Context: an optimization exercise on an open-source flow, tuned for small area, a short achievable clock period and few clock cycles per item. The choices shown serve that exercise and are no tape-out recipe.
RTL that was checked went through simulation tests only; none was proved equivalent to the original.
Power is estimated from default activity; no workload was simulated.

== job 1003 ==
==> flow/design.v (excerpt) <==
module top_fsm(
        input clk,
        input rst_n,
        input        ram_in_we,
        input [4 :0] ram_in_addr_wr,
        input [7 :0] ram_in_data_wr,
        input [3 :0] ram_out_addr_rd,
        output [15:0] ram_out_data_rd,
        input opmode_in,
        output reg done_out
);
    reg [7:0]  ram_in  [0:31];
    reg [15:0] ram_out [0:15];
    reg        busy;
    always @(posedge clk) begin
        if (ram_in_we)
            ram_in[ram_in_addr_wr] <= ram_in_data_wr;
    end
    integer k;
    always @(posedge clk) begin
        if (opmode_in)
            for (k = 0; k < 16; k = k + 1)
                ram_out[k] <= {ram_in[2*k], ram_in[2*k+1]};
    end
    wire [3:0] rd_lo, rd_hi;
    rd_pre u_rd_lo (.a(ram_out_addr_rd[1:0]), .p(rd_lo));
    rd_pre u_rd_hi (.a(ram_out_addr_rd[3:2]), .p(rd_hi));
    wire [15:0] rd_sel_c [0:1];
    genvar c, w;
    generate
        for (c = 0; c < 2; c = c + 1) begin : rd_copy
            for (w = 0; w < 16; w = w + 1) begin : line
                rd_and2 u_and (.a(rd_lo[w%4]), .b(rd_hi[w/4]), .y(rd_sel_c[c][w]));
            end
        end
    endgenerate
    genvar b, g;
    generate
        for (b = 0; b < 16; b = b + 1) begin : rd_bit
            wire [1:0] half;
  ...
==> flow/config.mk <==
export PLATFORM = sky130hd
export DESIGN_NAME = top_fsm
export DESIGN_NICKNAME = top_fsm
export VERILOG_FILES = /design/flow/design.v
export SDC_FILE = /design/flow/constraint.sdc
export NUM_CORES = 4
export LEC_CHECK = 0
export CAP_MARGIN = 20
export CORE_MARGIN = 2
export CORE_UTILIZATION = 65
export CTS_BUF_LIST = sky130_fd_sc_hd__clkbuf_8 sky130_fd_sc_hd__clkbuf_16
export CTS_CLUSTER_DIAMETER = 100
export CTS_CLUSTER_SIZE = 30
export SETUP_SLACK_MARGIN = 2.2
export SLEW_MARGIN = 20
export SYNTH_HIERARCHICAL = 1
export SYNTH_MINIMUM_KEEP_SIZE = 0
==> flow/constraint.sdc <==
create_clock -name core_clock -period 4.5 [get_ports {clk}]
set_input_delay 0.9000 -clock core_clock [delete_from_list [all_inputs] [get_ports {clk}]]
set_output_delay 0.9000 -clock core_clock [all_outputs]
set_load 0.01 [all_outputs]
run.sh (not shown) runs the stock make flow with config.mk's settings and CLKGATE_MAP_FILE= SYNTH_SCRIPT=/design/flow/synth_recipe.tcl, a recipe that flattens the netlist after the stock synthesis.
diff inputs: job 1003 => job 8926
-- flow/config.mk --
<<< job 1003, line 9
export CORE_MARGIN = 2
export CORE_UTILIZATION = 65
export CTS_BUF_LIST = sky130_fd_sc_hd__clkbuf_8 sky130_fd_sc_hd__clkbuf_16
export CTS_CLUSTER_DIAMETER = 100
export CTS_CLUSTER_SIZE = 30
export SETUP_SLACK_MARGIN = 2.2
export SLEW_MARGIN = 20
>>> job 8926, line 9
export CORE_MARGIN = 2
export CORE_UTILIZATION = 65
export CTS_CLUSTER_DIAMETER = 100
export CTS_CLUSTER_SIZE = 30
export GPL_ROUTABILITY_DRIVEN = 0
export SETUP_SLACK_MARGIN = 2.2
export SLEW_MARGIN = 20
==> run notes <==
- Delta (job 8926 minus job 1003): fraction of power consumed by combinational cells about even; final cycle utilization of the critical path decreased 0.49 points; clock buffer instance count of the final layout went up 8.
- On stage delay of the slowest cell on the critical path, job 8926 and job 1003 are basically level.
- Setup slack was higher in the run labelled job 8926.
- Between job 1003 and job 8926, the vias after detailed routing figures differ only marginally.
- Reported for job 8926 and job 1003, number of H-tree branching levels turned out identical to the last digit.
- Diff job 1003 -> job 8926: post-route standard cell area excluding fillers was more or less identical; switching part of the total power roughly the same.
- Looking at job 8926 and job 1003, the post-route antenna net violation count is a wash.
No functional check of the RTL was part of any run of this note.

========
The RTL this note starts from:
==> flow/design.v <==
module top_fsm(
        input clk,
        input rst_n,
        input        ram_in_we,
        input [4 :0] ram_in_addr_wr,
        input [7 :0] ram_in_data_wr,
        input [3 :0] ram_out_addr_rd,
        output [15:0] ram_out_data_rd,
        input opmode_in,
        output reg done_out
);
    reg [7:0]  ram_in  [0:31];
    reg [15:0] ram_out [0:15];
    reg        busy;
    always @(posedge clk) begin
        if (ram_in_we)
            ram_in[ram_in_addr_wr] <= ram_in_data_wr;
    end
    integer k;
    always @(posedge clk) begin
        if (opmode_in)
            for (k = 0; k < 16; k = k + 1)
                ram_out[k] <= {ram_in[2*k], ram_in[2*k+1]};
    end
    wire [3:0] rd_lo, rd_hi;
    rd_pre u_rd_lo (.a(ram_out_addr_rd[1:0]), .p(rd_lo));
    rd_pre u_rd_hi (.a(ram_out_addr_rd[3:2]), .p(rd_hi));
    wire [15:0] rd_sel_c [0:1];
    genvar c, w;
    generate
        for (c = 0; c < 2; c = c + 1) begin : rd_copy
            for (w = 0; w < 16; w = w + 1) begin : line
                rd_and2 u_and (.a(rd_lo[w%4]), .b(rd_hi[w/4]), .y(rd_sel_c[c][w]));
            end
        end
    endgenerate
    genvar b, g;
    generate
        for (b = 0; b < 16; b = b + 1) begin : rd_bit
            wire [1:0] half;
            for (g = 0; g < 2; g = g + 1) begin : oct
                rd_octn u_oct (.s(rd_sel_c[b/8][8*g+7:8*g]),
                               .d({ram_out[8*g+7][b], ram_out[8*g+6][b], ram_out[8*g+5][b], ram_out[8*g+4][b],
                                   ram_out[8*g+3][b], ram_out[8*g+2][b], ram_out[8*g+1][b], ram_out[8*g][b]}),
                               .y(half[g]));
            end
            rd_nand2 u_or (.a(half[0]), .b(half[1]), .y(ram_out_data_rd[b]));
        end
    endgenerate
    always @(posedge clk or negedge rst_n) begin
        if (!rst_n)
            busy <= 1'b0;
        else
            busy <= opmode_in;
    end
    always @(posedge clk or negedge rst_n) begin
        if (!rst_n)
            done_out <= 1'b0;
        else if (opmode_in)
            done_out <= 1'b0;
        else if (busy)
            done_out <= 1'b1;
    end
endmodule
module rd_pre(input [1:0] a, output [3:0] p);
    assign p = 4'b1 << a;
endmodule
module rd_and2(input a, input b, output y);
    assign y = a & b;
endmodule
module rd_octn(input [7:0] s, input [7:0] d, output y);
    assign y = ~|(s & d);
endmodule
module rd_nand2(input a, input b, output y);
    assign y = ~(a & b);
endmodule
==> flow/config.mk <==
export PLATFORM = sky130hd
export DESIGN_NAME = top_fsm
export DESIGN_NICKNAME = top_fsm
export VERILOG_FILES = /design/flow/design.v
export SDC_FILE = /design/flow/constraint.sdc
export NUM_CORES = 4
export LEC_CHECK = 0
export CAP_MARGIN = 20
export CORE_MARGIN = 2
export CORE_UTILIZATION = 65
export CTS_CLUSTER_DIAMETER = 100
export CTS_CLUSTER_SIZE = 30
export SETUP_SLACK_MARGIN = 1.8
export SLEW_MARGIN = 20
export SYNTH_HIERARCHICAL = 1
export SYNTH_MINIMUM_KEEP_SIZE = 0
==> flow/constraint.sdc <==
create_clock -name core_clock -period 4.5 [get_ports {clk}]
set_input_delay 0.9000 -clock core_clock [delete_from_list [all_inputs] [get_ports {clk}]]
set_output_delay 0.9000 -clock core_clock [all_outputs]
set_load 0.01 [all_outputs]
The first run completed without violations.
Testbench counts at the start, summed over its fixed seeds: cycles 384, transfers 192.
Rerun with:
==> flow/flow/run.sh (new file) <==
#!/bin/bash
# Standard layout (the standard.sh: standard synthesis, floorplan, power grid,
# placement, CTS, routing) with smaller port buffers, clkbuf_8 clock-tree leaf
# buffers, no dummy clock loads, and the read tree's AND-OR gates sized back
# down after global routing (downsize.tcl).
set -euo pipefail
HERE="$(cd "$(dirname "$0")" && pwd)"
export BUFFER_PORTS_ARGS="-buffer_cell sky130_fd_sc_hd__buf_1"
export CTS_ARGS="-sink_clustering_enable -repair_clock_nets -sink_clustering_size 20 -sink_clustering_max_diameter 60 -buf_list {sky130_fd_sc_hd__clkbuf_8 sky130_fd_sc_hd__clkbuf_16} -sink_clustering_buffer sky130_fd_sc_hd__clkbuf_8 -dont_use_dummy_load"
export POST_GLOBAL_ROUTE_TCL="$HERE/downsize.tcl"
bash standard.sh > standard_flow.log 2>&1
==> flow/flow/downsize.tcl (new file) <==
# Runs after global routing (POST_GLOBAL_ROUTE_TCL): puts every a22oi back to
# its smallest size, then legalizes and re-routes the nets that changed.
puts "WNS before downsizing: [sta::worst_slack -max]"
global_route -start_incremental
set n 0
foreach inst [get_cells *] {
  if { [regexp {^sky130_fd_sc_hd__a22oi_[24]$} [get_property $inst ref_name]] } {
    replace_cell $inst sky130_fd_sc_hd__a22oi_1
    incr n
  }
}
detailed_placement
global_route -end_incremental
estimate_parasitics -global_routing
write_guides $::env(RESULTS_DIR)/route.guide
puts "Downsized $n a22oi; WNS after: [sta::worst_slack -max]"
==> flow/standard.sh (new file) <==
#!/bin/bash
# synth_recipe.tcl (not shown) runs the flow's synth.tcl, then flattens the netlist and writes it again
# the make line also repeats each setting of config.mk as NAME=value (left out here)
make -C /OpenROAD-flow-scripts/flow DESIGN_CONFIG=/design/flow/config.mk WORK_HOME=/design/flow/orfs CLKGATE_MAP_FILE= SYNTH_SCRIPT=/design/flow/synth_recipe.tcl "${@:-finish}"
removed: flow/run.sh
Effect:
- The changed run went through all stages and came out clean
- count of clock-buffer cells in the layout rose by 2
- wire length goes down by 0.88%
- final area drops by 4.5%
- non-clock buffer count decreases by 6
Rerun with:
==> flow/flow/run.sh (replaced) <==
#!/bin/bash
# Standard layout (the standard.sh: standard synthesis, floorplan, power grid,
# placement, CTS, routing), with stronger timing-driven global placement.
set -euo pipefail
export GLOBAL_PLACEMENT_ARGS="-timing_driven_net_weight_max 5 -timing_driven_nets_percentage 25"
bash standard.sh > standard_flow.log 2>&1
removed: flow/flow/downsize.tcl
Sequential cell count stays the same.
Power came out higher by 5.2%.
Maximum frequency came out higher by 0.96%.
Die area stays the same.
First-iteration DRC count came out higher by 1.5%.

-- re-timing with driven ports --
How much do the figures lean on ideal ports? The routed layouts below were timed once more, with nothing changed but the port constraints. Step 1 (the two cells are an assumption about what drives the block):
set clk [get_ports {clk}]
set_driving_cell -lib_cell sky130_fd_sc_hd__clkbuf_16 $clk
set_driving_cell -lib_cell sky130_fd_sc_hd__buf_2 [delete_from_list [all_inputs] $clk]
Step 2 adds t to the input delays and takes it off the output delays; t is the mean of the earliest and latest rising clock arrival at the registers after step 1. Input paths then give back, and output paths get back, about the clock's delay inside the block. Slacks: ideal ports / drivers / drivers and shift; pairs: ideal ports / drivers.
| run | t (ns) | slack for setup (ns) | hold WS [ns] | worst setup path after step 2 | slew at the worst register clock pin (ns) |
|---|---|---|---|---|---|
| job 1003 | 0.580 | 1.276 / 1.236 / 1.236 | 0.394 / 0.394 / 0.394 | input to output | 0.11 / 0.11 |
| job 8926 | 0.580 | 1.298 / 1.258 / 1.258 | 0.395 / 0.395 / 0.395 | input to output | 0.11 / 0.11 |
| the first run of note 2 | 0.581 | 1.438 / 1.374 / 1.280 | 0.398 / 0.398 / 0.398 | input to register | 0.11 / 0.11 |
| the second run of note 2 | 0.566 | 1.339 / 1.276 / 1.276 | 0.139 / 0.112 / 0.388 | input to output | 0.12 / 0.12 |
| the third run of note 2 | 0.582 | 1.369 / 1.328 / 1.284 | 0.413 / 0.413 / 0.413 | input to register | 0.11 / 0.11 |
After both steps every run listed still meets setup and hold. The setup slack of the first run of note 2, which loses most, moves by -0.064 ns with the drivers and by -0.158 ns with both steps.
